Context: an optimization exercise on an open-source flow, tuned for small area and a short achievable clock period. The choices shown serve that exercise and are no tape-out recipe. Where RTL was checked, it was by simulation tests only, not by an equivalence proof against the original. Only the layout flow was run in runs 2 to 8; the RTL was not checked for function there. Power figures rest on the tool's default switching activity, not on a simulated workload.

==> design.v <==
module fifo #(
  parameter DATA_WIDTH = 32,
  parameter DEPTH      = 16
) (
  input  logic                  clk,
  input  logic                  rst_n,
  input  logic                  wr_en,
  input  logic [DATA_WIDTH-1:0] wr_data,
  input  logic                  rd_en,
  output logic [DATA_WIDTH-1:0] rd_data,
  output logic                  full,
  output logic                  empty
);
  localparam AW = $clog2(DEPTH);
  logic [DATA_WIDTH-1:0] mem [DEPTH];
  logic [AW:0] wr_ptr;
  logic [AW:0] rd_ptr;
  logic [AW:0] used;
  always_ff @(posedge clk or negedge rst_n) begin
    if (!rst_n) begin
      wr_ptr <= '0;
      rd_ptr <= '0;
    end else begin
      if (wr_en && !full) begin
        mem[wr_ptr[AW-1:0]] <= wr_data;
        wr_ptr      <= wr_ptr + 1;
      end
      if (rd_en && !empty) begin
        rd_ptr <= rd_ptr + 1;
      end
    end
  end
  assign used    = wr_ptr - rd_ptr;
  assign rd_data = mem[rd_ptr[AW-1:0]];
  assign full    = used == DEPTH;
  assign empty   = wr_ptr == rd_ptr;
endmodule
==> run.sh <==
#!/bin/bash
# synth_recipe.tcl (not shown) runs the flow's synth.tcl, then flattens the netlist and writes it again
# the make line also repeats each setting of config.mk as NAME=value (left out here)
make -C /OpenROAD-flow-scripts/flow DESIGN_CONFIG=/design/flow/config.mk WORK_HOME=/design/flow/orfs CLKGATE_MAP_FILE= SYNTH_SCRIPT=/design/flow/synth_recipe.tcl finish
==> config.mk <==
export PLATFORM = sky130hd
export DESIGN_NAME = fifo
export DESIGN_NICKNAME = fifo
export VERILOG_FILES = /design/flow/design.v
export SDC_FILE = /design/flow/constraint.sdc
export NUM_CORES = 4
export LEC_CHECK = 0
export CAP_MARGIN = 20
export CORE_MARGIN = 2
export CORE_UTILIZATION = 40
export PLACE_DENSITY = 0.6
export SLEW_MARGIN = 20
==> constraint.sdc <==
create_clock -name core_clock -period 4.2 [get_ports {clk}]
set_input_delay 0.8400 -clock core_clock [delete_from_list [all_inputs] [get_ports {clk}]]
set_output_delay 0.8400 -clock core_clock [all_outputs]
set_load 0.01 [all_outputs]
==> qor.yml, run 1 <==
sta:
  setup_violations: 0
  fmax_ghz: 0.2449
  fin_skew_ns: 0.02174
  fin_crit_sh_pct: 97.21
  slew_headroom_pct: 53.29
  max_slew.worst_pin.slew_ns: 0.7006
  period_needed_ns: 4.083
  slew_viol_final: 0
  hold_viol: 0
clocking:
  root_buffer: "clkbuf_16"
  ctsHoldBuffers: 0
  cts_sinks: 522
  cts_tree: "done"
  clockBufferDepth: 3
  clock_latency_ns: 0.61
  cts_max_level: 2
  clkTransAtPathRegs_ns: 0.06
  cts-buffers-inserted: 52
placement:
  place_congestion: 0.7686
  portBuffers: 69
  hpwlAfterDp_um: 30380
  place_inst: 1918
synth:
  synth_enable_flop_cells: 512
  synth_cell_types: 60
  ys_seq_area_share_pct: 77.33
  ys_ff_latch: 522
  syn_inst: 1193
  ys.flop_type: "edfxtp_1"
  synth.avg_cell_area_um2: 16.94
  syn_area_um2: 20210
  syn_nets: 1241
  ys_warn_count: 2
  synthArstFlopShare_pct: 1.916
status:
  status: "finished clean"
detailed_routing:
  post_drt_wl_per_cell_um: 27.88
  postRouteAntennaNets: 0
  routed_wl_um: 56490
  drt_pass1_iterations: 5
  drt_iter0_markers: 1466
  vias: 12181
  avgViaCountPerCell: 6.012
  drc: 0
worst_setup_path:
  cp-start-kind: "register"
  crit_start: "rd_ptr[2]"
  crit_required_ns: 3.36
  reg2reg_depth: 9
  r2r-start: "rd_ptr[2]"
  path_max_fanout: 15
  crit_type: "register to primary output"
  worstPathArrival_ns: 3.24
  crit_path_end_kind: "primary output"
die:
  dieWidth_um: 228.8
  std_cell_rows: 82
  die_y_um: 228.8
  dieArea_um2: 52330
  start_util_pct: 40.44
  num_io_pins: 70
  core_area_um2: 49970
final_layout:
  syn_to_final_growth_pct: 19.12
  drive_gt1_share_pct: 16.32
  regArea_um2: 15630
  layout_common_cells: "edfxtp_1, clkdlybuf4s50_1, buf_4"
  num-nets-final: 1363
  multiInputGateArea_um2: 4350
  stdcell_count: 2026
  final_common_cell: "edfxtp_1"
  nFillCells: 4272
  n_antenna_cell: 0
grt:
  track_usage_pct: 21.32
  overflow: 0
  grt_pass1_vias: 12214
  grt_pass1_wl_um: 82220
  grt_max_degree: 50
  antenna_found_initial: 1
power:
  vdd_drop_max_mv: 0.3824
  power.total_mw: 17.52
  p_per_area_nw_per_um2: 727.9
  p_leak_nw: 7.610
flow_run:
  maxCapViolations: 0
worst_hold_path:
  hold_path_class: "primary input to async pin"
[final cells by class]
type | instances | area share [%]
Timing Repair Buffer | 155 | 6.633
Sequential cell | 522 | 64.96
Clock inverter | 23 | 0.9046
Inverter | 10 | 0.1612
Tap cell | 672 | 3.493
Multi-Input combinational cell | 574 | 18.08
Clock buffer | 70 | 5.776
[state kept, by name, indices dropped and copies added, names as in the netlist]
register,cells
wr_ptr,5
mem,512
rd_ptr,5
[per-layer routing]
layer  wire length [um]  GRT usage (%)
met1              23490          29.46
met2              26890          34.41
met3               4235          3.418
met4               1866          7.414
met5                 13              0
[worst max-delay path: stages, from the launching register on]
cell	delay [ns]
dfrtp_4	0.59
buf_4	0.24
nor2_1	0.25
buf_4	0.26
nand2_1	0.07
o21ai_0	0.14
a22oi_1	0.15
a31oi_1	0.34
clkdlybuf4s50_1	0.61
[power by group]
group	internal, mW	switching [mW]
clock network	2.50	1.93
registers	6.07	0.198
logic	2.76	4.07
[worst paths after layout]
check / endpoint / slack, ns
setup / recovery: rd_data[0] / 0.12
hold / removal: rd_ptr[0] / 0.52
setup reg to reg: mem[1][6] / 0.82
hold reg to reg: rd_ptr[4] / 0.55
max in group asynchronous: rd_ptr[3] / 3.22
min in group core_clock: rd_ptr[4] / 0.55
[through the flow]
stage          setup WS (ns)  hold WS, ns   TNS [ns]  util [%]  cell area (um^2)
6_report              0.1173       0.5178          0     48.17             24070
5_1_grt            -0.004441       0.5205  -0.004688     48.17             24070
4_1_cts             0.005177       0.5058          0     47.92             23940
3_5_place_dp          0.3698       0.5279          0     44.49             22230
3_3_place_gp          0.4130       0.5282          0     44.49             22230
2_1_floorplan        -0.7122       0.5022    -278.96         -             20230
[logic make-up after synthesis]
group	share of synthesized area, %
multiplexers	2.440
AND/OR/NAND/NOR	3.951
adder cells (fa/ha/maj)	0.7431
flip-flops	77.33
buffers and inverters	2.235
AO/OA/AOI/OAI	12.74
XOR/XNOR	0.5636
[timing repair]
| action | CTS | global route |
|---|---|---|
| endpoints found under the setup margin | 30 | 22 |
| resized for setup | 16 | 9 |
| pin swaps | 1 | 3 |
| setup buffers | 4 | 11 |
[cell usage after synthesis (10+ instances only)]
| cell | number | area share, % |
|---|---|---|
| a31oi_1 | 17 | 0.53 |
| mux2i_1 | 20 | 0.99 |
| buf_2 | 40 | 0.99 |
| nand2_1 | 54 | 1.0 |
| a222oi_1 | 34 | 1.7 |
| dfrtp_1 | 10 | 1.2 |
| a32oi_1 | 10 | 0.43 |
| clkbuf_1 | 30 | 0.56 |
| mux2_2 | 18 | 1.0 |
| nand3_1 | 25 | 0.62 |
| nor3_1 | 23 | 0.57 |
| nor2b_1 | 12 | 0.37 |
| o21ai_0 | 38 | 0.94 |
| a22oi_1 | 57 | 2.1 |
| ha_1 | 12 | 0.74 |
| edfxtp_1 | 512 | 76 |
| a21oi_1 | 48 | 1.2 |
| a221oi_1 | 55 | 2.4 |
| a22o_1 | 29 | 1.3 |
| nor2_1 | 39 | 0.72 |
==> inputs of run 2 (changes only) <==
==> design.v (replaced) <==
module fifo #(
  parameter DATA_WIDTH = 32,
  parameter DEPTH      = 16
) (
  input  logic                  clk,
  input  logic                  rst_n,
  input  logic                  wr_en,
  input  logic [DATA_WIDTH-1:0] wr_data,
  input  logic                  rd_en,
  output logic [DATA_WIDTH-1:0] rd_data,
  output logic                  full,
  output logic                  empty
);
  localparam RD = DEPTH - 1;             
  localparam CW = $clog2(DEPTH) + 1;
  logic [DATA_WIDTH-1:0] head;
  logic [DATA_WIDTH-1:0] mem [RD];
  logic [RD-1:0]         wsel, src;
  logic                  src_w;          
  logic [CW-1:0]         cnt;
  logic                  full_r, empty_r;
  logic push, pop, winc, rinc;
  logic [RD-1:0] woh, rsel, woh_n, rsel_n;
  logic [CW-1:0] cnt_n;
  logic full_n, empty_n, ram_empty_n;
  logic [DATA_WIDTH-1:0] head_d;
  assign push = wr_en && !full_r;
  assign pop  = rd_en && !empty_r;
  assign winc = push && !(empty_r || (src_w && pop));
  assign rinc = pop && !src_w;
  assign woh  = full_r ? src  : wsel;
  assign rsel = src_w  ? wsel : src;
  always_ff @(posedge clk) begin
    for (int i = 0; i < RD; i++)
      if (wr_en && wsel[i]) mem[i] <= wr_data;
  end
  always_comb begin
    head_d = wr_data & {DATA_WIDTH{src_w}};
    for (int i = 0; i < RD; i++)
      head_d = head_d | (mem[i] & {DATA_WIDTH{src[i]}});
  end
  always_ff @(posedge clk) begin
    if (rd_en || empty_r)
      head <= head_d;
  end
  always_comb begin
    woh_n       = winc ? {woh[RD-2:0], woh[RD-1]}   : woh;
    rsel_n      = rinc ? {rsel[RD-2:0], rsel[RD-1]} : rsel;
    cnt_n       = cnt;
    full_n      = full_r;
    empty_n     = empty_r;
    ram_empty_n = src_w;
    if (push && !pop) begin
      cnt_n       = cnt + 1'b1;
      full_n      = cnt == DEPTH-1;
      empty_n     = 1'b0;
      ram_empty_n = cnt == 0;
    end else if (pop && !push) begin
      cnt_n       = cnt - 1'b1;
      full_n      = 1'b0;
      empty_n     = cnt == 1;
      ram_empty_n = cnt <= 2;
    end
  end
  always_ff @(posedge clk or negedge rst_n) begin
    if (!rst_n) begin
      wsel    <= {{(RD-1){1'b0}}, 1'b1};
      src     <= '0;
      src_w   <= 1'b1;
      cnt     <= '0;
      full_r  <= 1'b0;
      empty_r <= 1'b1;
    end else begin
      wsel    <= full_n ? '0 : woh_n;
      src     <= ram_empty_n ? '0 : rsel_n;
      src_w   <= ram_empty_n;
      cnt     <= cnt_n;
      full_r  <= full_n;
      empty_r <= empty_n;
    end
  end
  assign rd_data = head;
  assign full    = full_r;
  assign empty   = empty_r;
endmodule
--- a/config.mk
+++ b/config.mk
@@ -7,6 +7,9 @@
 export LEC_CHECK = 0
 export CAP_MARGIN = 20
 export CORE_MARGIN = 2
-export CORE_UTILIZATION = 40
-export PLACE_DENSITY = 0.6
+export CORE_UTILIZATION = 65
+export CTS_CLUSTER_DIAMETER = 80
+export CTS_CLUSTER_SIZE = 30
+export PLACE_DENSITY = 0.75
+export SETUP_SLACK_MARGIN = 2.6
 export SLEW_MARGIN = 20
==> qor.yml, run 2 <==
worst_setup_path:
  crit_path_end_kind: "primary output"
  crit_type: "register to primary output"
  crit_buf_inv: 1  # -2
  cp.depth: 1  # -7
  crit_family: "flip-flops"
  max_stage_delay_ns: 0.56  # -0.05 ns
  path_max_fanout: 2  # -13
  worstPathArrival_ns: 1.22  # -2.02 ns
  crit_required_ns: 3.36  # about the same
  reg2reg_depth: 5  # -4
  cp-start-kind: "register"
  worst_path_max_delay_cell: "dfstp_2"
  path_cells: "buf_6"
detailed_routing:
  post_drt_wl_per_cell_um: 39.02  # +40%
  wl_met1_um: 20900  # -11%
  drt_iter0_markers: 2333  # +59%
  avgViaCountPerCell: 7.742  # +29%
  drt_pass1_iterations: 6  # +1
  dr_wl_met2_um: 28750  # +6.9%
  postRouteAntennaNets: 0  # unchanged
  top_layer: "met5"
  routed_wl_um: 64530  # +14%
  drc: 0  # unchanged
  vias: 12806  # +5.1%
  wl_met3_um: 10380  # +150%
synth:
  syn_nets: 1129  # -9.0%
  synth_top_area_share_pct: 75.69  # -0.40 points
  ys_warn_count: 2  # unchanged
  syn_inst: 1085  # -9.1%
  ys_ff_latch: 550  # +5.4%
  yosys-top-cells-area: "edfxtp_1, a22o_1, a221oi_1"
  synth_cell_types: 43  # -28%
  yosysMostFrequentCell: "edfxtp_1"
  yosys.area.top_type: "edfxtp_1"
  syn_area_um2: 20310  # +0.53%
  ys_seq_area_share_pct: 80.39  # +3.1 points
  ys.flop_type: "edfxtp_1"
  synthArstFlopShare_pct: 6.909  # +5.0 points
  synthTopCellsByCount: "edfxtp_1, a22o_1, a221oi_1"
  synth.avg_cell_area_um2: 18.72  # +11%
  synth_enable_flop_cells: 512  # unchanged
die:
  dieArea_um2: 32680  # -38%
  std_cell_rows: 64  # -22%
  die_y_um: 180.8  # -21%
  core_area_um2: 30670  # -39%
  start_util_pct: 66.23  # +26 points
  dieWidth_um: 180.8  # -21%
  num_io_pins: 70  # unchanged
clocking:
  clock_latency_ns: 0.57  # -0.04 ns
  root_buffer: "clkbuf_16"
  cts_max_level: 1  # -1
  cts_sinks: 550  # +5.4%
  cts-buffers-inserted: 22  # -58%
  cts_tree: "done"
  clkTransAtPathRegs_ns: 0.12  # +0.06 ns
  clockBufferDepth: 3  # unchanged
placement:
  pre_cts_ws_ns: 1.059  # +0.6892 ns
  portBuffers: 69  # unchanged
  place_congestion: 0.7660  # -0.34%
  hpwlAfterDp_um: 22010  # -28%
flow_run:
  maxCapViolations: 0  # unchanged
final_layout:
  drive_gt1_share_pct: 33.89  # +18 points
  syn_to_final_growth_pct: 21.46
  num-nets-final: 1291  # -5.3%
  layout_common_cells: "edfxtp_1, a22o_1, a221oi_2"
  final_common_cell: "edfxtp_1"
  largest_reg_flops: 480  # -6.3%
grt:
  grt_pass1_wl_um: 84690  # +3.0%
  antenna_found_initial: 4  # +3
  grt_max_degree: 39  # -22%
  track_usage_pct: 36.94  # +16 points
  overflow: 0  # unchanged
  grt_pass1_vias: 11951  # -2.2%
sta:
  rsz0062_at_grt: "true"
  holdWs_ns: 0.3965  # -0.1213 ns
  fin_ws_ns: 2.142  # +2.025 ns
  hold_viol: 0  # unchanged
  fmax_ghz: 0.4859  # +98%
  setup_violations: 0  # unchanged
  slew_viol_final: 0  # unchanged
  fin_skew_ns: 0.01444  # -0.007298 ns
  period_needed_ns: 2.058  # -2.025 ns
  max_slew.worst_pin.slew_ns: 0.9145  # +0.2139 ns
  fin_crit_sh_pct: 49.00  # -48 points
  setup-tns-final_ns: 0  # unchanged
  slew_headroom_pct: 39.03  # -14 points
power:
  pwr-share-clk_pct: 16.4  # -8.9 points
  power_frac_comb_pct: 34.8  # -4.2 points
  p_int_mw: 10.63  # -6.1%
  vdd_drop_max_mv: 0.3993  # +4.4%
  p_sw_share_pct: 34.35  # -1.0 points
  p_sw_mw: 5.564  # -10%
  p_per_area_nw_per_um2: 656.5  # -9.8%
  seqPwrFrac_pct: 48.7  # +13 points
  p_leak_nw: 8.333  # +9.5%
worst_hold_path:
  hold_path_class: "primary input to async pin"
status:
  status: "finished clean"
==> run 2: through the flow <==
step | util, % | area (um^2) | power, mW | instances
final | 80.45 | 24670 | 16.20 | 1654
after global routing | 80.44 | 24670 | 16.47 | 1653
after CTS | 78.12 | 23960 | 15.35 | 1620
after detailed placement | 69.94 | 21450 | 11.55 | 1483
after global placement | 69.94 | 21450 | 11.46 | 1483
after floorplan | - | 20590 | 9.847 | 1085
==> run 2: layout make-up <==
| class | count | area [um^2] |
|---|---|---|
| multi-input cells | 467 | 4696 |
| repair buffers | 199 | 2404 |
| well taps | 396 | 495.5 |
| flip-flops and latches | 550 | 16380 |
| diodes | 1 | 2.502 |
| clock buffers | 29 | 598.1 |
| fillers | 1451 | 5997 |
| clock inverters | 5 | 53.80 |
| inverters | 7 | 46.29 |
==> run 2: worst paths after layout <==
path / from / to / slack [ns]
min: rst_n / src[3] / 0.40
min in group core_clock: cnt[3] / cnt[3] / 0.56
min reg2reg: cnt[3] / cnt[3] / 0.56
max: empty_r / empty / 2.14
max reg2reg: src[0] / head[6] / 2.25
max in group asynchronous: rst_n / src[0] / 3.14
==> run 2: cell families (layout without fill, tap and decap cells) <==
family / count (synthesis) / after routing / share of synthesized area (%)
flip-flops: 550 / 550 / 80.39
AO/OA/AOI/OAI: 310 / 310 / 12.54
AND/OR/NAND/NOR: 98 / 114 / 2.692
buffers and inverters: 84 / 240 / 1.971
multiplexers: 31 / 31 / 1.743
adder cells (fa/ha/maj): 8 / 8 / 0.4928
XOR/XNOR: 4 / 4 / 0.1725
other: 0 / 1 / 0
==> run 2: repair_timing <==
| item | CTS | global route |
|---|---|---|
| setup buffers | 77 | 26 |
| hold buffers | 0 | 0 |
| pin swaps | 51 | 45 |
| setup endpoints to repair | 616 | 234 |
| cloned | 26 | 7 |
| gates resized for setup | 345 | 97 |
==> run 2: power groups by stage <==
stage          sequential (mW)  clock, mW  combinational (mW)
5_1_grt                   7.92       2.82                5.73
3_5_place_dp              8.13          0                3.43
4_1_cts                   7.79       2.64                4.92
6_report                  7.90       2.66                5.64
3_3_place_gp              8.08          0                3.38
2_1_floorplan             7.64          0                2.21
==> run 2: layer usage <==
layer	vias up	GRT usage (%)
met5	-	0
met1	6333	50.54
li1	4900	-
met3	305	9.817
met4	6	18.13
met2	1262	56.02
==> inputs of run 3 (changes only) <==
==> config.mk (replaced) <==
export PLATFORM = sky130hd
export DESIGN_NAME = fifo
export DESIGN_NICKNAME = fifo
export VERILOG_FILES = /design/flow/design.v
export SDC_FILE = /design/flow/constraint.sdc
export NUM_CORES = 4
export LEC_CHECK = 0
export CAP_MARGIN = 20
export CORE_MARGIN = 2
export CORE_UTILIZATION = 40
export PLACE_DENSITY = 0.6
export SLEW_MARGIN = 20
==> qor.yml, run 3 <==
worst_setup_path:
  worst_path_max_delay_cell: "dfrtp_1"
  path_max_fanout: 18  # +16
  max_stage_delay_ns: 0.74  # +0.18 ns
  cp.depth: 1  # unchanged
  crit_family: "flip-flops"
  crit_buf_inv: 1  # unchanged
  path_cells: "clkdlybuf4s50_1"
  crit_type: "register to primary output"
  cp-start-kind: "register"
  reg2reg_depth: 8  # +3
  crit_path_end_kind: "primary output"
  crit_required_ns: 3.36  # about the same
  worstPathArrival_ns: 2.02  # +0.80 ns
placement:
  dpl-instance-area_um2: 21760  # +1.4%
  hpwlAfterDp_um: 27030  # +23%
  place_congestion: 0.7709  # +0.64%
  portBuffers: 69  # unchanged
  place_inst: 1776  # +20%
clocking:
  post_cts_buffers: 0  # -100%
  clockBufferDepth: 3  # unchanged
  cts_resized: 0  # -100%
  clock_latency_ns: 0.60  # +0.03 ns
  cts_sinks: 550  # unchanged
  cts_tree: "done"
  root_buffer: "clkbuf_16"
  cts-buffers-inserted: 53  # +140%
  cts_max_level: 2  # +1
  clkTransAtPathRegs_ns: 0.07  # -0.05 ns
  ctsHoldBuffers: 0  # unchanged
flow_run:
  maxCapViolations: 0  # unchanged
synth:
  syn_nets: 1129  # unchanged
  synth_cell_types: 43  # unchanged
  yosys-top-cells-area: "edfxtp_1, a22o_1, a221oi_1"
  syn_inst: 1085  # unchanged
  synth.avg_cell_area_um2: 18.72  # unchanged
  ys.flop_type: "edfxtp_1"
  yosys.area.top_type: "edfxtp_1"
  ys_ff_latch: 550  # unchanged
  ys_seq_area_share_pct: 80.39  # unchanged
  synthTopCellsByCount: "edfxtp_1, a22o_1, a221oi_1"
  syn_area_um2: 20310  # unchanged
  synth_top_area_share_pct: 75.69  # unchanged
  ys_warn_count: 2  # unchanged
  synth_enable_flop_cells: 512  # unchanged
  yosysMostFrequentCell: "edfxtp_1"
  synthArstFlopShare_pct: 6.909  # unchanged
grt:
  antenna_found_initial: 1  # -3
  grt_max_degree: 39  # unchanged
  grt_pass1_wl_um: 75090  # -11%
  grt_pass1_vias: 10993  # -8.0%
  track_usage_pct: 19.39  # -18 points
  overflow: 0  # unchanged
sta:
  setup-tns-final_ns: 0  # unchanged
  period_needed_ns: 2.861  # +0.8024 ns
  max_slew.worst_pin.slew_ns: 1.137  # +0.2223 ns
  fmax_ghz: 0.3496  # -28%
  fin_crit_sh_pct: 68.11  # +19 points
  slew_headroom_pct: 24.22  # -15 points
  setup_violations: 0  # unchanged
  hold_viol: 0  # unchanged
  slew_viol_final: 0  # unchanged
  rsz0062_at_grt: "false"
  fin_skew_ns: 0.02312  # +0.008674 ns
power:
  seqPwrFrac_pct: 50.5  # +1.8 points
  p_leak_nw: 7.620  # -8.6%
  p_sw_mw: 4.806  # -14%
  p_sw_share_pct: 29.99  # -4.4 points
  power_frac_comb_pct: 20.3  # -14 points
  p_int_mw: 11.22  # +5.5%
  vdd_drop_max_mv: 0.3044  # -24%
  pwr-share-clk_pct: 29.2  # +13 points
  p_per_area_nw_per_um2: 683.0  # +4.0%
  power.total_mw: 16.02  # -1.1%
final_layout:
  nFillCells: 4132  # +180%
  fin_util_pct: 46.77  # -34 points
  num-nets-final: 1203  # -6.8%
  n_antenna_cell: 0  # -1
  final_common_cell: "edfxtp_1"
  final_area_um2: 23460  # -4.9%
  layout_common_cells: "edfxtp_1, a22o_1, a221oi_1"
  largest_reg_flops: 480  # unchanged
  syn_to_final_growth_pct: 15.51
  stdcell_count: 1873  # +13%
  drive_gt1_share_pct: 13.57  # -20 points
detailed_routing:
  drt_pass1_iterations: 5  # -1
  drt_iter0_markers: 963  # -59%
  vias: 11001  # -14%
  post_drt_wl_per_cell_um: 27.31  # -30%
  avgViaCountPerCell: 5.873  # -24%
  postRouteAntennaNets: 0  # unchanged
  routed_wl_um: 51150  # -21%
  drc: 0  # unchanged
die:
  dieWidth_um: 229.4  # +27%
  num_io_pins: 70  # unchanged
  die_y_um: 229.4  # +27%
  core_area_um2: 50170  # +64%
  std_cell_rows: 82  # +28%
  start_util_pct: 40.49  # -26 points
  dieArea_um2: 52600  # +61%
worst_hold_path:
  hold_path_class: "primary input to async pin"
status:
  status: "finished clean"
-- run 3: cell counts after synthesis --
Identical to the previous run, type by type.
-- run 3: kinds of logic after synthesis --
group           count (synthesis)  share of synthesized area (%)
mux                            31                          1.743
compound gates                310                          12.54
fa+ha+maj                       8                         0.4928
flops                         550                          80.39
simple gates                   98                          2.692
xor+xnor                        4                         0.1725
buf+inv                        84                          1.971
-- run 3: power by group through the flow --
stage          Combinational [mW]  Sequential (mW)  Clock, mW
2_1_floorplan                2.07             7.65          0
3_3_place_gp                 3.25             8.18          0
3_5_place_dp                 3.28             8.20          0
4_1_cts                      3.30             8.09       4.76
5_1_grt                      3.53             8.19       4.97
6_report                     3.25             8.09       4.68
-- run 3: worst paths after layout --
check | from | endpoint | slack, ns
setup / recovery | full_r | full | 1.34
hold / removal | rst_n | cnt[2] | 0.35
setup reg to reg | full_r | wsel[10] | 1.64
hold reg to reg | wsel[0] | wsel[0] | 0.51
max in group asynchronous | rst_n | src[13] | 3.23
min in group core_clock | wsel[0] | wsel[0] | 0.51
-- run 3: layout make-up --
class	instances	area, um^2	area share [%]
inverter	7	26.28	0.1120
clock buffer	70	1484	6.324
clock inverter	27	219.0	0.9332
timing repair buffer	96	938.4	3.999
sequential	550	16350	69.67
tap	672	840.8	3.583
multi-input combinational	451	3607	15.37
-- run 3: layer usage --
| layer | part of all wire [%] | wire length, um | track usage [%] |
|---|---|---|---|
| met3 | 6.5 | 3313 | 3.561 |
| met5 | 0.022 | 11 | 0 |
| met2 | 48 | 24520 | 31.30 |
| met4 | 1.6 | 801 | 4.972 |
| met1 | 44 | 22510 | 27.25 |
-- run 3: metrics by stage --
stage	setup WS [ns]	hold WS (ns)
CTS	1.320	0.3589
detailed placement	0.8183	0.4875
finish	1.339	0.3482
global route	1.194	0.4068
floorplan	1.814	0.4572
global placement	0.8674	0.4860
==> inputs of run 4 (changes only) <==
--- a/design.v
+++ b/design.v
@@ -16,14 +16,17 @@
   logic [DATA_WIDTH-1:0] head;
   logic [DATA_WIDTH-1:0] mem [RD];
   logic [RD-1:0]         wsel, src;
-  logic                  src_w;          
+  logic                  ram_ne;         
+  logic                  src_w;
   logic [CW-1:0]         cnt;
-  logic                  full_r, empty_r;
+  logic                  full_r, nempty_r, empty_r;
   logic push, pop, winc, rinc;
   logic [RD-1:0] woh, rsel, woh_n, rsel_n;
   logic [CW-1:0] cnt_n;
   logic full_n, empty_n, ram_empty_n;
   logic [DATA_WIDTH-1:0] head_d;
+  assign src_w   = !ram_ne;
+  assign empty_r = !nempty_r;
   assign push = wr_en && !full_r;
   assign pop  = rd_en && !empty_r;
   assign winc = push && !(empty_r || (src_w && pop));
@@ -66,17 +69,17 @@
     if (!rst_n) begin
       wsel    <= {{(RD-1){1'b0}}, 1'b1};
       src     <= '0;
-      src_w   <= 1'b1;
+      ram_ne  <= 1'b0;
       cnt     <= '0;
       full_r  <= 1'b0;
-      empty_r <= 1'b1;
+      nempty_r <= 1'b0;
     end else begin
       wsel    <= full_n ? '0 : woh_n;
       src     <= ram_empty_n ? '0 : rsel_n;
-      src_w   <= ram_empty_n;
+      ram_ne  <= !ram_empty_n;
       cnt     <= cnt_n;
       full_r  <= full_n;
-      empty_r <= empty_n;
+      nempty_r <= !empty_n;
     end
   end
   assign rd_data = head;
--- a/config.mk
+++ b/config.mk
@@ -7,6 +7,7 @@
 export LEC_CHECK = 0
 export CAP_MARGIN = 20
 export CORE_MARGIN = 2
-export CORE_UTILIZATION = 40
-export PLACE_DENSITY = 0.6
+export CORE_UTILIZATION = 65
+export PLACE_DENSITY = 0.75
+export SETUP_SLACK_MARGIN = 2.4
 export SLEW_MARGIN = 20
==> qor.yml, run 4 <==
final_layout:
  syn_to_final_growth_pct: 16.31
  drive_gt1_share_pct: 21.43  # +7.9 points
  largest_reg_flops: 480  # unchanged
  stdcell_count: 1662  # -11%
  layout_common_cells: "edfxtp_1, a22o_1, a221oi_1"
  regArea_um2: 16370  # +0.15%
  final_common_cell: "edfxtp_1"
  multiInputGateArea_um2: 4210  # +17%
  nFillCells: 1622  # -61%
  n_antenna_cell: 0  # unchanged
  num-nets-final: 1266  # +5.2%
sta:
  fin_crit_sh_pct: 49.35  # -19 points
  hold_viol: 0  # unchanged
  setup-tns-final_ns: 0  # unchanged
  fin_skew_ns: 0.01697  # -0.006142 ns
  setup_violations: 0  # unchanged
  period_needed_ns: 2.073  # -0.7879 ns
  slew_headroom_pct: 38.68  # +14 points
  rsz0062_at_grt: "true"
  max_slew.worst_pin.slew_ns: 0.9198  # -0.2170 ns
  slew_viol_final: 0  # unchanged
  fmax_ghz: 0.4825  # +38%
placement:
  place_congestion: 0.7792  # +1.1%
  hpwlAfterDp_um: 23600  # -13%
  place_inst: 1530  # -14%
  portBuffers: 69  # unchanged
detailed_routing:
  post_drt_wl_per_cell_um: 31.94  # +17%
  drc: 0  # unchanged
  drt_iter0_markers: 1725  # +79%
  avgViaCountPerCell: 7.262  # +24%
  postRouteAntennaNets: 0  # unchanged
  routed_wl_um: 53080  # +3.8%
  drt_pass1_iterations: 5  # unchanged
  vias: 12069  # +9.7%
worst_hold_path:
  hold_path_class: "primary input to async pin"
synth:
  ys_ff_latch: 550  # unchanged
  syn_area_um2: 20710  # +1.9%
  ys.flop_type: "edfxtp_1"
  synth_enable_flop_cells: 512  # unchanged
  yosys-top-cells-area: "edfxtp_1, a221oi_1, a22o_1"
  ys_seq_area_share_pct: 78.84  # -1.5 points
  yosys.area.top_type: "edfxtp_1"
  synth_top_area_share_pct: 74.24  # -1.4 points
  yosysMostFrequentCell: "edfxtp_1"
  synthTopCellsByCount: "edfxtp_1, a221oi_1, a22o_1"
  syn_inst: 1133  # +4.4%
  synthArstFlopShare_pct: 6.909  # unchanged
  syn_nets: 1177  # +4.3%
  ys_warn_count: 2  # unchanged
  synth.avg_cell_area_um2: 18.28  # -2.4%
  synth_cell_types: 45  # +4.7%
die:
  num_io_pins: 70  # unchanged
  dieArea_um2: 33300  # -37%
  die_y_um: 182.5  # -20%
  start_util_pct: 65.80  # +25 points
  std_cell_rows: 65  # -21%
  core_area_um2: 31470  # -37%
  dieWidth_um: 182.5  # -20%
worst_setup_path:
  crit_family: "flip-flops"
  max_stage_delay_ns: 0.39  # -0.35 ns
  path_cells: "clkinvlp_4, buf_6"
  worstPathArrival_ns: 1.23  # -0.79 ns
  crit_required_ns: 3.36  # about the same
  crit_path_end_kind: "primary output"
  worst_path_max_delay_cell: "dfrtp_1"
  cp-start-kind: "register"
  path_max_fanout: 2  # -16
  crit_type: "register to primary output"
  crit_buf_inv: 2  # +1
clocking:
  clkTransAtPathRegs_ns: 0.06  # about the same
  cts_tree: "done"
  clockBufferDepth: 3  # unchanged
  cts_sinks: 550  # unchanged
  cts_max_level: 2  # unchanged
  root_buffer: "clkbuf_16"
  cts-buffers-inserted: 51  # -3.8%
  clock_latency_ns: 0.58  # -0.02 ns
grt:
  grt_pass1_vias: 12021  # +9.4%
  antenna_found_initial: 1  # unchanged
  track_usage_pct: 31.07  # +12 points
  grt_max_degree: 39  # unchanged
  grt_pass1_wl_um: 74690  # -0.53%
  overflow: 0  # unchanged
power:
  vdd_drop_max_mv: 0.3672  # +21%
  p_per_area_nw_per_um2: 672.3  # -1.6%
  p_leak_nw: 8.091  # +6.2%
flow_run:
  maxCapViolations: 0  # unchanged
status:
  status: "finished clean"
==> run 4: changes by cell type after synthesis, moves of 11 or more <==
cell | before | now
buf_2 | 29 | 47
a21oi_1 | 31 | 2
o21ai_0 | 16 | 3
a41oi_1 | 0 | 14
mux2i_1 | 17 | 2
nand2_1 | 17 | 2
a221oi_1 | 127 | 141
inv_1 | 5 | 21
nand3_1 | 1 | 15
a21bo_2 | 0 | 11
o31ai_1 | 0 | 14
==> run 4: path summary, 6_finish.rpt <==
kind                               start      end  cells past startpoint  slack, ns
worst max-delay path            nempty_r    empty                      2       2.13
worst min-delay path               rst_n   cnt[3]                      1       0.41
worst max register to register  nempty_r  src[14]                      9       2.21
worst min register to register   wsel[0]  wsel[0]                      2       0.52
max in group asynchronous          rst_n  src[10]                      1       3.12
min in group core_clock          wsel[0]  wsel[0]                      2       0.52
==> run 4: area by class of cell <==
| type | count | share of cell area (%) |
|---|---|---|
| Clock buffer | 63 | 5.662 |
| Clock inverter | 28 | 0.7896 |
| Inverter | 22 | 0.4260 |
| Multi-Input combinational cell | 470 | 17.48 |
| Sequential cell | 550 | 67.98 |
| Tap cell | 402 | 2.088 |
| Timing Repair Buffer | 126 | 5.506 |
| Timing Repair inverter | 1 | 0.06753 |
==> run 4: cells by family (layout without fill, tap and decap cells) <==
kind of cell / after synthesis / count (layout) / share of synthesized area, %
AND/OR/NAND/NOR: 100 / 102 / 2.731
buffers and inverters: 116 / 240 / 2.677
multiplexers: 3 / 3 / 0.1510
flip-flops: 550 / 550 / 78.84
AO/OA/AOI/OAI: 352 / 353 / 14.95
adder cells (fa/ha/maj): 8 / 8 / 0.4834
XOR/XNOR: 4 / 4 / 0.1692
==> run 4: what timing repair did <==
action | in CTS | in global routing
pin swaps | 19 | 7
buffers inserted | 24 | 9
setup endpoints to repair | 607 | 130
gates resized for setup | 226 | 56
hold buffers | 0 | 0
cloned | 6 | 2
==> run 4: through the flow <==
step                setup WS, ns  power, mW  hold slack (ns)  area (um^2)  utilization, %
floorplan                  1.894      9.897           0.4874        20850               -
global placement           1.066      11.27           0.5067        21670           68.84
detailed placement        0.9703      11.40           0.5110        21670           68.84
CTS                        2.130      15.85           0.4243        23700           75.31
global route               2.091      16.67           0.4711        24090           76.53
finish                     2.127      16.19           0.4053        24090           76.53
==> run 4: report_power, final <==
part / leakage [nW] / switching [mW] / internal, mW
combinational: 2.22 / 2.43 / 1.56
sequential: 5.11 / 0.697 / 7.16
clock: 0.759 / 1.92 / 2.42
total: 8.09 / 5.05 / 11.1
==> run 4: layer usage <==
| layer | GRT usage [%] | vias up | wire length [um] | share of wire [%] |
|---|---|---|---|---|
| li1 | - | 5003 | - | - |
| met1 | 42.36 | 6111 | 19640 | 37 |
| met2 | 51.06 | 822 | 26270 | 49 |
| met3 | 5.508 | 131 | 5580 | 11 |
| met4 | 11.58 | 2 | 1575 | 3.0 |
| met5 | 0 | - | 13 | 0.024 |
==> inputs of run 5 (changes only) <==
==> design.v (replaced) <==
module fifo #(
  parameter DATA_WIDTH = 32,
  parameter DEPTH      = 16
) (
  input  logic                  clk,
  input  logic                  rst_n,
  input  logic                  wr_en,
  input  logic [DATA_WIDTH-1:0] wr_data,
  input  logic                  rd_en,
  output logic [DATA_WIDTH-1:0] rd_data,
  output logic                  full,
  output logic                  empty
);
  localparam RD = DEPTH - 1;             
  logic [DATA_WIDTH-1:0] head;
  logic [DATA_WIDTH-1:0] mem [RD];
  logic [RD-1:0]         wsel, src;
  logic [DEPTH-1:0]      lvl;
  logic nempty, ram_ne, is_full;
  logic push, pop, up, down;
  logic [DATA_WIDTH-1:0] head_d;
  logic [DEPTH-1:0]      lvl_n;
  logic [RD-1:0]         wsel_n, src_n;
  assign nempty  = lvl[0];
  assign ram_ne  = lvl[1];
  assign is_full = lvl[DEPTH-1];
  assign push = wr_en && !is_full;
  assign pop  = rd_en && nempty;
  assign up   = push && !pop;
  assign down = pop && !push;
  always_ff @(posedge clk) begin
    for (int i = 0; i < RD; i++)
      if (wr_en && wsel[i]) mem[i] <= wr_data;
  end
  always_comb begin
    head_d = wr_data & {DATA_WIDTH{!ram_ne}};
    for (int i = 0; i < RD; i++)
      head_d = head_d | (mem[i] & {DATA_WIDTH{src[i]}});
  end
  always_ff @(posedge clk) begin
    if (rd_en || !nempty)
      head <= head_d;
  end
  always_comb begin
    for (int k = 0; k < DEPTH; k++) begin
      if (up)
        lvl_n[k] = (k == 0) ? 1'b1 : lvl[k-1];
      else if (down)
        lvl_n[k] = (k == DEPTH-1) ? 1'b0 : lvl[k+1];
      else
        lvl_n[k] = lvl[k];
    end
    if (is_full)
      wsel_n = rd_en ? src : '0;
    else if (push && nempty && !(pop && !ram_ne))
      wsel_n = (up && lvl[DEPTH-2]) ? '0 : {wsel[RD-2:0], wsel[RD-1]};
    else
      wsel_n = wsel;
    if (ram_ne) begin
      if (down && !lvl[2])
        src_n = '0;                          
      else if (rd_en)
        src_n = {src[RD-2:0], src[RD-1]};
      else
        src_n = src;
    end else begin
      src_n = (up && nempty) ? wsel : '0;
    end
  end
  always_ff @(posedge clk or negedge rst_n) begin
    if (!rst_n) begin
      wsel <= {{(RD-1){1'b0}}, 1'b1};
      src  <= '0;
      lvl  <= '0;
    end else begin
      wsel <= wsel_n;
      src  <= src_n;
      lvl  <= lvl_n;
    end
  end
  assign rd_data = head;
  assign full    = is_full;
  assign empty   = !nempty;
endmodule
--- a/config.mk
+++ b/config.mk
@@ -5,6 +5,7 @@
 export SDC_FILE = /design/flow/constraint.sdc
 export NUM_CORES = 4
 export LEC_CHECK = 0
+export ABC_AREA = 1
 export CAP_MARGIN = 20
 export CORE_MARGIN = 2
 export CORE_UTILIZATION = 65
==> qor.yml, run 5 <==
die:
  core_area_um2: 33620  # +6.8%
  dieWidth_um: 188.8  # +3.5%
  num_io_pins: 70  # unchanged
  die_y_um: 188.8  # +3.5%
  start_util_pct: 66.03  # +0.24 points
  dieArea_um2: 35640  # +7.0%
  std_cell_rows: 67  # +3.1%
power:
  p_leak_nw: 9.951  # +23%
  power.total_mw: 12.11  # -25%
  vdd_drop_max_mv: 0.5250  # +43%
  p_per_area_nw_per_um2: 477.8  # -29%
synth:
  ys_ff_latch: 558  # +1.5%
  ys.flop_type: "edfxtp_1"
  synth_top_area_share_pct: 69.26  # -5.0 points
  synth_enable_flop_cells: 512  # unchanged
  ys_seq_area_share_pct: 74.45  # -4.4 points
  syn_nets: 1993  # +69%
  synthTopCellsByCount: "nand2_1, edfxtp_1, inv_1"
  ys_warn_count: 2  # unchanged
  syn_inst: 1955  # +73%
  synthArstFlopShare_pct: 8.244  # +1.3 points
  yosysMostFrequentCell: "nand2_1"
  yosys.area.top_type: "edfxtp_1"
  syn_area_um2: 22200  # +7.2%
  yosys-top-cells-area: "edfxtp_1, nand2_1, dfrtp_1"
  synth.avg_cell_area_um2: 11.35  # -38%
  synth_cell_types: 21  # -53%
detailed_routing:
  drt_pass1_iterations: 6  # +1
  drc: 0  # unchanged
  vias: 14144  # +17%
  routed_wl_um: 51980  # -2.1%
  post_drt_wl_per_cell_um: 20.46  # -36%
  avgViaCountPerCell: 5.566  # -23%
  postRouteAntennaNets: 0  # unchanged
  drt_iter0_markers: 1465  # -15%
sta:
  slew_viol_final: 0  # unchanged
  fin_crit_sh_pct: 48.55  # -0.80 points
  setup_violations: 0  # unchanged
  setup-tns-final_ns: 0  # unchanged
  fmax_ghz: 0.4904  # +1.6%
  period_needed_ns: 2.039  # -0.03354 ns
  max_slew.worst_pin.slew_ns: 1.040  # +0.1197 ns
  rsz0062_at_grt: "true"
  slew_headroom_pct: 30.70  # -8.0 points
  holdWs_ns: 0.2684  # -0.1369 ns
  hold_viol: 0  # unchanged
  fin_ws_ns: 2.161  # +0.03354 ns
  fin_skew_ns: 0.01974  # +0.002761 ns
worst_setup_path:
  path_cells: "buf_6"
  worstPathArrival_ns: 1.20  # -0.03 ns
  worst_path_max_delay_cell: "dfrtp_4"
  path_max_fanout: 2  # unchanged
  max_stage_delay_ns: 0.49  # +0.10 ns
  crit_type: "register to primary output"
  crit_buf_inv: 1  # -1
  cp-start-kind: "register"
  crit_family: "flip-flops"
  crit_required_ns: 3.36  # about the same
  crit_path_end_kind: "primary output"
grt:
  antenna_found_initial: 0  # -1
  grt_max_degree: 51  # +31%
  overflow: 0  # unchanged
  track_usage_pct: 29.92  # -1.1 points
  grt_pass1_wl_um: 78740  # +5.4%
  grt_pass1_vias: 13729  # +14%
final_layout:
  nFillCells: 2069  # +28%
  final_area_um2: 25340  # +5.2%
  largest_reg_flops: 480  # unchanged
  n_antenna_cell: 0  # unchanged
  stdcell_count: 2541  # +53%
  layout_common_cells: "nand2_1, edfxtp_1, inv_1"
  final_common_cell: "nand2_1"
  drive_gt1_share_pct: 10.70  # -11 points
  syn_to_final_growth_pct: 14.14
  fin_util_pct: 75.37  # -1.2 points
  num-nets-final: 2087  # +65%
clocking:
  clock_latency_ns: 0.58  # about the same
  cts_sinks: 558  # +1.5%
  root_buffer: "clkbuf_16"
  clkTransAtPathRegs_ns: 0.07  # about the same
  clockBufferDepth: 3  # unchanged
  cts-buffers-inserted: 54  # +5.9%
  cts_tree: "done"
  cts_max_level: 2  # unchanged
  ctsHoldBuffers: 0  # unchanged
placement:
  hpwlAfterDp_um: 24980  # +5.9%
  pre_cts_ws_ns: 0.6548  # -0.3155 ns
  place_inst: 2395  # +57%
  dpl-instance-area_um2: 23260  # +7.4%
  portBuffers: 69  # unchanged
  place_congestion: 0.7856  # +0.82%
status:
  status: "finished clean"
worst_hold_path:
  hold_path_class: "primary input to async pin"
flow_run:
  maxCapViolations: 0  # unchanged
-- run 5: layout make-up --
| class | instances | area [um^2] | area share (%) |
|---|---|---|---|
| repair inverters | 17 | 128.9 | 0.5086 |
| repair buffers | 106 | 983.4 | 3.881 |
| flip-flops and latches | 558 | 16550 | 65.33 |
| inverters | 180 | 754.5 | 2.978 |
| well taps | 448 | 560.5 | 2.212 |
| clock inverters | 38 | 272.8 | 1.077 |
| multi-input cells | 1132 | 4702 | 18.56 |
| clock buffers | 62 | 1381 | 5.452 |
-- run 5: path summary, 6_finish.rpt --
check	from	cells after the start	slack (ns)	to
min reg2reg	wsel[0]	2	0.55	wsel[0]
max	lvl[15]	1	2.16	full
max in group asynchronous	rst_n	1	3.49	lvl[15]
max reg2reg	src[9]	4	2.46	head[10]
min in group core_clock	wsel[0]	2	0.55	wsel[0]
min	rst_n	1	0.27	wsel[5]
-- run 5: kinds of logic (layout without fill, tap and decap cells) --
family	Yosys count	after routing	share of synthesized area, %
AOI/OAI and AO/OA	32	32	0.8737
and+or+nand+nor	1098	1098	19.56
DFF	558	558	74.45
buffers and inverters	265	403	5.000
adders and majority gates	2	2	0.1127
-- run 5: what timing repair did --
item,CTS,global route
resized for setup,173,24
setup buffers,26,3
gates cloned,16,1
pin swaps,0,1
setup endpoints to repair,602,178
-- run 5: power by group --
| part | switching [mW] | internal (mW) | leakage, nW |
|---|---|---|---|
| combinational | 0.802 | 0.375 | 3.90 |
| sequential | 0.0818 | 6.30 | 5.24 |
| clock | 2.00 | 2.54 | 0.811 |
-- run 5: per-layer routing --
metal / global-route usage [%] / vias to the layer above / part of all wire, %
met5: 0 / - / 0
met4: 12.44 / 0 / 4.2
met3: 4.861 / 163 / 9.4
met2: 49.38 / 715 / 48
met1: 40.24 / 6666 / 38
li1: - / 6600 / -
==> inputs of run 6 (changes only) <==
--- a/config.mk
+++ b/config.mk
@@ -5,7 +5,6 @@
 export SDC_FILE = /design/flow/constraint.sdc
 export NUM_CORES = 4
 export LEC_CHECK = 0
-export ABC_AREA = 1
 export CAP_MARGIN = 20
 export CORE_MARGIN = 2
 export CORE_UTILIZATION = 65
==> qor.yml, run 6 <==
worst_setup_path:
  worstPathArrival_ns: 1.12  # -0.08 ns
  r2r-start: "lvl[15]"
  max_stage_delay_ns: 0.41  # -0.08 ns
  crit_type: "register to primary output"
  cp-start-kind: "register"
  path_cells: "inv_2, buf_6"
  crit_buf_inv: 2  # +1
  worst_path_max_delay_cell: "dfrtp_2"
  crit_path_end_kind: "primary output"
  crit_required_ns: 3.36  # about the same
  crit_family: "flip-flops"
  path_max_fanout: 2  # unchanged
  crit_start: "lvl[0]"
detailed_routing:
  drc: 0  # unchanged
  vias: 11516  # -19%
  avgViaCountPerCell: 7.153  # +29%
  routed_wl_um: 50940  # -2.0%
  post_drt_wl_per_cell_um: 31.64  # +55%
  drt_pass1_iterations: 7  # +1
  postRouteAntennaNets: 0  # unchanged
  drt_iter0_markers: 1340  # -8.5%
clocking:
  cts_tree: "done"
  clock_latency_ns: 0.57  # about the same
  cts_max_level: 2  # unchanged
  clockBufferDepth: 3  # unchanged
  root_buffer: "clkbuf_16"
  clkTransAtPathRegs_ns: 0.07  # about the same
  cts_sinks: 558  # unchanged
  cts-buffers-inserted: 53  # -1.9%
sta:
  fmax_ghz: 0.5099  # +4.0%
  hold_viol: 0  # unchanged
  holdWs_ns: 0.2745  # +0.006042 ns
  fin_skew_ns: 0.01494  # -0.004793 ns
  fin_ws_ns: 2.239  # +0.07813 ns
  setup-tns-final_ns: 0  # unchanged
  max_slew.worst_pin.slew_ns: 0.7168  # -0.3227 ns
  slew_viol_final: 0  # unchanged
  rsz0062_at_grt: "true"
  period_needed_ns: 1.961  # -0.07813 ns
  slew_headroom_pct: 52.21  # +22 points
  setup_violations: 0  # unchanged
  fin_crit_sh_pct: 46.69  # -1.9 points
synth:
  yosysMostFrequentCell: "edfxtp_1"
  ys_warn_count: 2  # unchanged
  ys.flop_type: "edfxtp_1"
  ys_ff_latch: 558  # unchanged
  syn_area_um2: 20400  # -8.1%
  synthArstFlopShare_pct: 8.244  # unchanged
  synth_enable_flop_cells: 512  # unchanged
  yosys-top-cells-area: "edfxtp_1, a22o_1, dfrtp_1"
  yosys.area.top_type: "edfxtp_1"
  synth_cell_types: 31  # +48%
  ys_seq_area_share_pct: 81.00  # +6.5 points
  synth_top_area_share_pct: 75.35  # +6.1 points
  synthTopCellsByCount: "edfxtp_1, a22o_1, a221oi_1"
  synth.avg_cell_area_um2: 19.14  # +69%
  syn_inst: 1066  # -45%
  syn_nets: 1104  # -45%
grt:
  overflow: 0  # unchanged
  track_usage_pct: 30.70  # +0.77 points
  antenna_found_initial: 0  # unchanged
  grt_pass1_vias: 11451  # -17%
  grt_max_degree: 47  # -7.8%
  grt_pass1_wl_um: 73420  # -6.8%
final_layout:
  syn_to_final_growth_pct: 17.00
  drive_gt1_share_pct: 20.10  # +9.4 points
  n_antenna_cell: 0  # unchanged
  final_common_cell: "edfxtp_1"
  num-nets-final: 1210  # -42%
  largest_reg_flops: 480  # unchanged
  stdcell_count: 1610  # -37%
  layout_common_cells: "edfxtp_1, a22o_1, a221oi_1"
die:
  die_y_um: 181.2  # -4.0%
  dieArea_um2: 32820  # -7.9%
  num_io_pins: 70  # unchanged
  std_cell_rows: 64  # -4.5%
  dieWidth_um: 181.2  # -4.0%
  start_util_pct: 66.36  # +0.32 points
  core_area_um2: 30750  # -8.5%
placement:
  portBuffers: 69  # unchanged
  hpwlAfterDp_um: 22910  # -8.3%
  pre_cts_ws_ns: 1.309  # +0.6546 ns
  place_inst: 1462  # -39%
  place_congestion: 0.7501  # -4.5%
status:
  status: "finished clean"
power:
  p_per_area_nw_per_um2: 508.1  # +6.4%
  p_leak_nw: 8.190  # -18%
  power.total_mw: 12.13  # +0.21%
  vdd_drop_max_mv: 0.3562  # -32%
worst_hold_path:
  hold_path_class: "primary input to async pin"
flow_run:
  maxCapViolations: 0  # unchanged
==> run 6: worst register-to-register path, delay by kind of cell (launching register included) <==
kind | cells | cell delay (ns)
AOI/OAI and AO/OA | 2 | 0.31
adders and majority gates | 1 | 0.23
buffers and inverters | 3 | 0.30
DFF | 1 | 0.42
and+or+nand+nor | 2 | 0.50
==> run 6: where the power goes <==
group	switching [mW]	total, mW	internal [mW]	leakage [nW]
clock network	2.00	4.85	2.85	0.867
registers	0.0815	6.33	6.25	5.24
logic	0.581	0.951	0.370	2.08
==> run 6: logic make-up (layout without fill, tap and decap cells) <==
group	Yosys count	after routing	share of synthesized area, %
flops	558	558	81.00
compound gates	319	320	13.32
buf+inv	83	229	1.741
simple gates	75	76	2.116
mux	29	29	1.698
fa+ha+maj	2	2	0.1226
==> run 6: final cells by class <==
cell class,count,area [um^2]
inverter,4,18.77
clock buffer,68,1435
sequential,558,16590
fill,1601,6877
tap,396,495.5
timing repair buffer,127,1305
timing repair inverter,1,7.507
multi-input combinational,427,3679
clock inverter,29,345.3
==> run 6: final timing paths <==
kind	end	slack, ns	depth (start not counted)
worst max-delay path	empty	2.24	2
worst min-delay path	src[10]	0.27	1
worst max register to register	src[12]	2.36	8
worst min register to register	lvl[6]	0.51	2
max in group asynchronous	src[12]	3.48	1
min in group core_clock	lvl[6]	0.51	2
==> run 6: layer usage <==
metal,vias to the layer above,GRT usage (%),share of wire (%)
met5,-,0,0
met2,735,48.52,48
met1,5918,43.54,39
met3,112,6.350,10
li1,4751,-,-
met4,0,10.50,3.2
==> run 6: what timing repair did <==
action,4_1_cts,5_1_grt
endpoints found under the setup margin,622,79
hold buffers,0,0
buffers inserted,22,24
gates resized for setup,196,29
cloned,4,1
pin swaps,2,7
==> run 6: through the flow <==
step | area (um^2) | util [%]
CTS | 23430 | 76.20
detailed placement | 21420 | 69.65
finish | 23870 | 77.64
global route | 23870 | 77.64
global placement | 21420 | 69.65
floorplan | 20490 | -
==> inputs of run 7 (changes only) <==
--- a/config.mk
+++ b/config.mk
@@ -8,6 +8,8 @@
 export CAP_MARGIN = 20
 export CORE_MARGIN = 2
 export CORE_UTILIZATION = 65
+export CTS_CLUSTER_DIAMETER = 70
+export CTS_CLUSTER_SIZE = 25
 export PLACE_DENSITY = 0.75
 export SETUP_SLACK_MARGIN = 2.4
 export SLEW_MARGIN = 20
==> qor.yml, run 7 <==
worst_setup_path:
  path_max_fanout: 2  # unchanged
  worstPathArrival_ns: 1.18  # +0.06 ns
  crit_type: "register to primary output"
  r2r-start: "src[11]"
  reg2reg_depth: 4  # -4
  cp-start-kind: "register"
  r2r_slack_ns: 2.36  # about the same
  crit_path_end_kind: "primary output"
  crit_required_ns: 3.36  # about the same
  r2r_end: "head[30]"
sta:
  holdWs_ns: 0.2246  # -0.04986 ns
  fmax_ghz: 0.4957  # -2.8%
  fin_crit_sh_pct: 48.04  # +1.3 points
  period_needed_ns: 2.017  # +0.05640 ns
  fin_ws_ns: 2.183  # -0.05640 ns
  hold_viol: 0  # unchanged
  setup_violations: 0  # unchanged
  rsz0062_at_grt: "true"
  setup-tns-final_ns: 0  # unchanged
  max_slew.worst_pin.slew_ns: 0.7131  # -0.003658 ns
  fin_skew_ns: 0.03360  # +0.01866 ns
  slew_viol_final: 0  # unchanged
  slew_headroom_pct: 52.46  # +0.24 points
detailed_routing:
  routed_wl_um: 51010  # +0.14%
  drt_pass1_iterations: 5  # -2
  drc: 0  # unchanged
  post_drt_wl_per_cell_um: 32.64  # +3.1%
  avgViaCountPerCell: 7.298  # +2.0%
  postRouteAntennaNets: 0  # unchanged
  drt_iter0_markers: 1468  # +9.6%
  vias: 11407  # -0.95%
final_layout:
  final_common_cell: "edfxtp_1"
  drive_gt1_share_pct: 18.34  # -1.8 points
  nFillCells: 1743  # +8.9%
  regArea_um2: 16590  # unchanged
  layout_common_cells: "edfxtp_1, a22o_1, a221oi_1"
  num-nets-final: 1191  # -1.6%
  syn_to_final_growth_pct: 12.79
  multiInputGateArea_um2: 3716  # +1.0%
  n_antenna_cell: 0  # unchanged
  largest_reg_flops: 480  # unchanged
worst_hold_path:
  hold_path_class: "primary input to async pin"
synth:
  syn_nets: 1104  # unchanged
  synthArstFlopShare_pct: 8.244  # unchanged
  syn_area_um2: 20400  # unchanged
  ys_seq_area_share_pct: 81.00  # unchanged
  synth.avg_cell_area_um2: 19.14  # unchanged
  synth_cell_types: 31  # unchanged
  synth_enable_flop_cells: 512  # unchanged
  yosys.area.top_type: "edfxtp_1"
  yosys-top-cells-area: "edfxtp_1, a22o_1, dfrtp_1"
  syn_inst: 1066  # unchanged
  ys_warn_count: 2  # unchanged
  ys.flop_type: "edfxtp_1"
  yosysMostFrequentCell: "edfxtp_1"
  synth_top_area_share_pct: 75.35  # unchanged
  ys_ff_latch: 558  # unchanged
  synthTopCellsByCount: "edfxtp_1, a22o_1, a221oi_1"
clocking:
  cts_max_level: 1  # -1
  ctsHoldBuffers: 0  # unchanged
  root_buffer: "clkbuf_16"
  cts-buffers-inserted: 28  # -47%
  clockBufferDepth: 3  # unchanged
  cts_sinks: 558  # unchanged
  cts_tree: "done"
  clkTransAtPathRegs_ns: 0.10  # +0.03 ns
  clock_latency_ns: 0.61  # +0.04 ns
power:
  seqPwrFrac_pct: 61.8  # +9.6 points
  p_sw_share_pct: 23.08  # +1.2 points
  p_int_mw: 7.868  # -17%
  power.total_mw: 10.23  # -16%
  p_leak_nw: 7.769  # -5.1%
  p_sw_mw: 2.361  # -11%
  p_per_area_nw_per_um2: 444.4  # -13%
  pwr-share-clk_pct: 29.0  # -11 points
  vdd_drop_max_mv: 0.4840  # +36%
  power_frac_comb_pct: 9.2  # +1.4 points
grt:
  grt_pass1_wl_um: 72280  # -1.6%
  overflow: 0  # unchanged
  grt_max_degree: 47  # unchanged
  grt_pass1_vias: 11066  # -3.4%
  antenna_found_initial: 0  # unchanged
  track_usage_pct: 30.27  # -0.43 points
placement:
  portBuffers: 69  # unchanged
  place_congestion: 0.7501  # unchanged
  pre_cts_ws_ns: 1.309  # unchanged
  hpwlAfterDp_um: 22910  # unchanged
die:
  num_io_pins: 70  # unchanged
  std_cell_rows: 64  # unchanged
  core_area_um2: 30750  # unchanged
  start_util_pct: 66.36  # unchanged
  dieArea_um2: 32820  # unchanged
  die_y_um: 181.2  # unchanged
  dieWidth_um: 181.2  # unchanged
status:
  status: "finished clean"
flow_run:
  maxCapViolations: 0  # unchanged
==> run 7: how the worst max path moves through the flow <==
stage | from | slack [ns] | cells after the start | to
final | lvl[0] | 2.18 | 2 | empty
after global routing | lvl[0] | 2.16 | 2 | empty
after floorplan | wr_en | 2.17 | 9 | src[10]
after detailed placement | wr_en | 1.31 | 8 | src[13]
after global placement | wr_en | 1.34 | 8 | src[11]
after CTS | lvl[0] | 2.18 | 2 | empty
==> run 7: kinds of logic (layout without fill, tap and decap cells) <==
logic type               after synthesis  after routing  share of synthesized area, %
buffers and inverters                 83            182                         1.741
AND/OR/NAND/NOR                       75             76                         2.116
AO/OA/AOI/OAI                        319            320                         13.32
flip-flops                           558            558                         81.00
adder cells (fa/ha/maj)                2              2                        0.1226
multiplexers                          29             29                         1.698
==> run 7: critical path, cell delays in order, from the launching register on <==
cell	delay [ns]
dfrtp_2	0.42
inv_2	0.07
buf_6	0.09
==> run 7: timing repair <==
| item | in CTS | in global routing |
|---|---|---|
| resized for setup | 186 | 38 |
| endpoints found under the setup margin | 617 | 100 |
| cloned | 4 | 0 |
| pin swaps | 1 | 4 |
| buffers inserted | 35 | 18 |
==> run 7: layout make-up <==
| cell class | count | share of cell area [%] |
|---|---|---|
| clock buffers | 34 | 3.142 |
| clock inverters | 10 | 0.4241 |
| inverters | 4 | 0.08155 |
| multi-input cells | 427 | 16.15 |
| flip-flops and latches | 558 | 72.07 |
| well taps | 396 | 2.153 |
| repair buffers | 133 | 5.948 |
| repair inverters | 1 | 0.03262 |
==> run 7: power by group through the flow <==
stage	clock network, mW	logic, mW	registers (mW)
final	2.97	0.940	6.32
after detailed placement	0	0.880	6.47
after global routing	3.16	0.996	6.33
after global placement	0	0.866	6.46
after CTS	2.98	0.894	6.32
after floorplan	0	0.394	6.48
==> run 7: per-layer routing <==
layer	track usage, %	up-vias	part of all wire (%)
met5	0	-	0
met4	10.37	0	3.3
met3	4.838	107	11
met2	47.33	712	48
met1	44.49	5910	38
li1	-	4678	-
==> run 7: stage by stage <==
step | util, % | area [um^2] | cells
2_1_floorplan | - | 20490 | 1066
3_3_place_gp | 69.65 | 21420 | 1462
3_5_place_dp | 69.65 | 21420 | 1462
4_1_cts | 73.58 | 22630 | 1545
5_1_grt | 74.85 | 23010 | 1563
6_report | 74.85 | 23010 | 1563
==> inputs of run 8 (changes only) <==
==> config.mk (replaced) <==
export PLATFORM = sky130hd
export DESIGN_NAME = fifo
export DESIGN_NICKNAME = fifo
export VERILOG_FILES = /design/flow/design.v
export SDC_FILE = /design/flow/constraint.sdc
export NUM_CORES = 4
export LEC_CHECK = 0
export CAP_MARGIN = 20
export CORE_MARGIN = 2
export CORE_UTILIZATION = 70
export CTS_CLUSTER_DIAMETER = 80
export CTS_CLUSTER_SIZE = 30
export PLACE_DENSITY = 0.8
export SETUP_SLACK_MARGIN = 2.6
export SLEW_MARGIN = 20
==> qor.yml, run 8 <==
sta:
  setup_violations: 0  # unchanged
  fin_ws_ns: 2.147  # -0.03507 ns
  slew_headroom_pct: 51.85  # -0.61 points
  setup-tns-final_ns: 0  # unchanged
  max_slew.worst_pin.slew_ns: 0.7223  # +0.009153 ns
  fin_crit_sh_pct: 48.87  # +0.83 points
  holdWs_ns: 0.2677  # +0.04308 ns
  slew_viol_final: 0  # unchanged
  hold_viol: 0  # unchanged
  period_needed_ns: 2.053  # +0.03507 ns
  fmax_ghz: 0.4872  # -1.7%
  fin_skew_ns: 0.02628  # -0.007314 ns
  rsz0062_at_grt: "true"
detailed_routing:
  routed_wl_um: 54450  # +6.7%
  post_drt_wl_per_cell_um: 34.95  # +7.1%
  vias: 11785  # +3.3%
  drt_iter0_markers: 1872  # +28%
  avgViaCountPerCell: 7.564  # +3.6%
  drc: 0  # unchanged
  postRouteAntennaNets: 0  # unchanged
  drt_pass1_iterations: 8  # +3
final_layout:
  final_area_um2: 23520  # +2.2%
  stdcell_count: 1558  # -0.32%
  layout_common_cells: "edfxtp_1, a22o_1, a221oi_2"
  syn_to_final_growth_pct: 15.24
  num-nets-final: 1192  # +0.084%
  largest_reg_flops: 480  # unchanged
  drive_gt1_share_pct: 24.08  # +5.7 points
  final_common_cell: "edfxtp_1"
worst_setup_path:
  max_stage_delay_ns: 0.45  # +0.03 ns
  crit_path_end_kind: "primary output"
  crit_type: "register to primary output"
  reg2reg_depth: 4  # unchanged
  r2r-start: "src[8]"
  crit_required_ns: 3.36  # about the same
  cp-start-kind: "register"
  crit_start: "head[18]"
  crit_buf_inv: 1  # -1
  cp.depth: 1  # -1
  worst_path_max_delay_cell: "edfxtp_1"
  crit_family: "flip-flops"
  path_cells: "buf_2"
  worstPathArrival_ns: 1.21  # +0.03 ns
  path_max_fanout: 1  # -1
synth:
  synthArstFlopShare_pct: 8.244  # unchanged
  ys_ff_latch: 558  # unchanged
  ys_warn_count: 2  # unchanged
  synth.avg_cell_area_um2: 19.14  # unchanged
  synth_top_area_share_pct: 75.35  # unchanged
  synthTopCellsByCount: "edfxtp_1, a22o_1, a221oi_1"
  yosys.area.top_type: "edfxtp_1"
  synth_enable_flop_cells: 512  # unchanged
  syn_nets: 1104  # unchanged
  synth_cell_types: 31  # unchanged
  ys.flop_type: "edfxtp_1"
  ys_seq_area_share_pct: 81.00  # unchanged
  yosysMostFrequentCell: "edfxtp_1"
  yosys-top-cells-area: "edfxtp_1, a22o_1, dfrtp_1"
  syn_area_um2: 20400  # unchanged
  syn_inst: 1066  # unchanged
die:
  die_y_um: 174.7  # -3.6%
  dieWidth_um: 174.7  # -3.6%
  num_io_pins: 70  # unchanged
  dieArea_um2: 30530  # -7.0%
  core_area_um2: 28700  # -6.7%
  std_cell_rows: 62  # -3.1%
  start_util_pct: 71.09  # +4.7 points
power:
  p_leak_nw: 7.878  # +1.4%
  pwr-share-clk_pct: 26.8  # -2.2 points
  power_frac_comb_pct: 11.3  # +2.1 points
  p_sw_mw: 2.380  # +0.81%
  p_per_area_nw_per_um2: 433.0  # -2.6%
  p_int_mw: 7.802  # -0.84%
  seqPwrFrac_pct: 61.9  # about the same
  p_sw_share_pct: 23.37  # +0.29 points
  vdd_drop_max_mv: 0.3945  # -18%
worst_hold_path:
  hold_path_class: "primary input to async pin"
clocking:
  clock_latency_ns: 0.58  # -0.03 ns
  cts_tree: "done"
  cts_sinks: 558  # unchanged
  cts_max_level: 1  # unchanged
  cts-buffers-inserted: 23  # -18%
  clkTransAtPathRegs_ns: 0.12  # +0.02 ns
  root_buffer: "clkbuf_16"
  clockBufferDepth: 3  # unchanged
placement:
  hpwlAfterDp_um: 22560  # -1.5%
  place_congestion: 0.7483  # -0.24%
  portBuffers: 69  # unchanged
  place_inst: 1458  # -0.27%
  dpl-instance-area_um2: 21440  # about the same
  pre_cts_ws_ns: 1.217  # -0.09269 ns
grt:
  antenna_found_initial: 3  # +3
  grt_max_degree: 47  # unchanged
  grt_pass1_vias: 11432  # +3.3%
  grt_pass1_wl_um: 73040  # +1.1%
  overflow: 0  # unchanged
  track_usage_pct: 33.15  # +2.9 points
status:
  status: "finished clean"
flow_run:
  maxCapViolations: 0  # unchanged
-- run 8: cell types whose count changed in the layout (fill, tap and decap cells not counted), sizes merged --
cell           previous run  this run
and2                     16        21
diode                     0         3
dlymetal6s2s             13         1
a21oi                     4         3
clkbuf                   35        41
dlygate4sd2              14        31
inv                       8         4
clkinv                    5         2
clkdlybuf4s50             6         0
and3                      1         2
clkinvlp                  2         3
-- run 8: final timing paths --
path | endpoint | slack [ns]
min in group core_clock | lvl[10] | 0.55
worst min-delay path | wsel[2] | 0.27
worst max register to register | head[16] | 2.37
max in group asynchronous | src[11] | 3.48
worst min register to register | lvl[10] | 0.55
worst max-delay path | rd_data[18] | 2.15
-- run 8: routing by layer --
layer / global-route usage [%] / share of wire [%] / vias to the layer above
li1: - / - / 4697
met1: 46.81 / 35 / 5910
met2: 52.54 / 48 / 989
met3: 6.092 / 13 / 187
met4: 13.44 / 5.0 / 2
met5: 0 / 0.017 / -
-- run 8: what timing repair did --
action / 4_1_cts / 5_1_grt
pin swaps: 28 / 38
hold buffers: 0 / 0
setup endpoints to repair: 624 / 182
cloned: 7 / 9
gates resized for setup: 285 / 92
buffers inserted: 35 / 4
-- run 8: logic make-up (layout without fill, tap and decap cells) --
| group | count (synthesis) | count (layout) | synth area share [%] |
|---|---|---|---|
| flops | 558 | 558 | 81.00 |
| compound gates | 319 | 319 | 13.32 |
| buf+inv | 83 | 181 | 1.741 |
| simple gates | 75 | 82 | 2.116 |
| mux | 29 | 29 | 1.698 |
| fa+ha+maj | 2 | 2 | 0.1226 |
| other cells | 0 | 3 | 0 |
-- run 8: cell type report --
class	count	area [um^2]
fill	1279	5187
sequential	558	16550
antenna	3	7.507
multi-input combinational	432	4335
timing repair inverter	1	7.507
timing repair buffer	134	1414
clock inverter	4	62.56
tap	384	480.5
inverter	4	18.77
clock buffer	38	641.9
-- run 8: power by group through the flow --
stage                     registers, mW  clock network, mW  logic [mW]
after floorplan                    6.48                  0       0.399
after global placement             6.43                  0       0.890
after detailed placement           6.43                  0       0.918
after CTS                          6.30               2.69       0.998
after global routing               6.32               2.89        1.19
final                              6.31               2.73        1.15
-- run 8: through the flow --
| stage | total power [mW] | util [%] |
|---|---|---|
| 2_1_floorplan | 6.881 | - |
| 3_3_place_gp | 7.318 | 74.68 |
| 3_5_place_dp | 7.353 | 74.68 |
| 4_1_cts | 9.987 | 79.88 |
| 5_1_grt | 10.40 | 81.91 |
| 6_report | 10.18 | 81.93 |
-- run 8: worst register-to-register path: stages (launching register included) --
cell,delay (ns)
dfrtp_1,0.42
buf_8,0.22
a22o_1,0.37
a221oi_4,0.28
nand4_1,0.24

==> separate check: timing with driven ports <==
How much do the figures lean on ideal ports? The routed layouts below were timed once more, with nothing changed but the port constraints.
Step 1 (the two cells are an assumption about what drives the block):
set clk [get_ports {clk}]
set_driving_cell -lib_cell sky130_fd_sc_hd__clkbuf_16 $clk
set_driving_cell -lib_cell sky130_fd_sc_hd__buf_2 [delete_from_list [all_inputs] $clk]
Step 2 moves the port delays by t, midway between the first and last clock arrival at a register: inputs arrive t later, outputs are due t later. That takes back most of the time a late clock gives input paths.
Three values: ideal, step 1, step 2; two values: the first two.
run	shift t [ns]	setup WS [ns]	latest minus earliest clock arrival (ns)	worst register clock-pin slew, ns	cell pins on the clock port's net
run 1	0.650	0.117 / 0.062 / 0.712	0.022 / 0.022	0.06 / 0.06	1
run 2	0.617	2.142 / 2.088 / 1.757	0.021 / 0.021	0.12 / 0.12	1
run 3	0.644	1.339 / 1.286 / 0.797	0.023 / 0.024	0.07 / 0.07	1
run 4	0.619	2.127 / 2.075 / 1.715	0.023 / 0.023	0.07 / 0.07	1
run 5	0.631	2.161 / 2.105 / 1.847	0.023 / 0.023	0.07 / 0.07	1
run 6	0.623	2.239 / 2.182 / 1.889	0.015 / 0.015	0.07 / 0.07	1
run 7	0.643	2.183 / 2.129 / 1.797	0.034 / 0.035	0.10 / 0.10	1
run 8	0.627	2.147 / 2.090 / 1.848	0.036 / 0.036	0.12 / 0.12	1
After both steps every run listed still meets setup and hold. For run 3, which loses most, drivers alone change the setup slack by -0.053 ns; drivers and shift together by -0.542 ns.
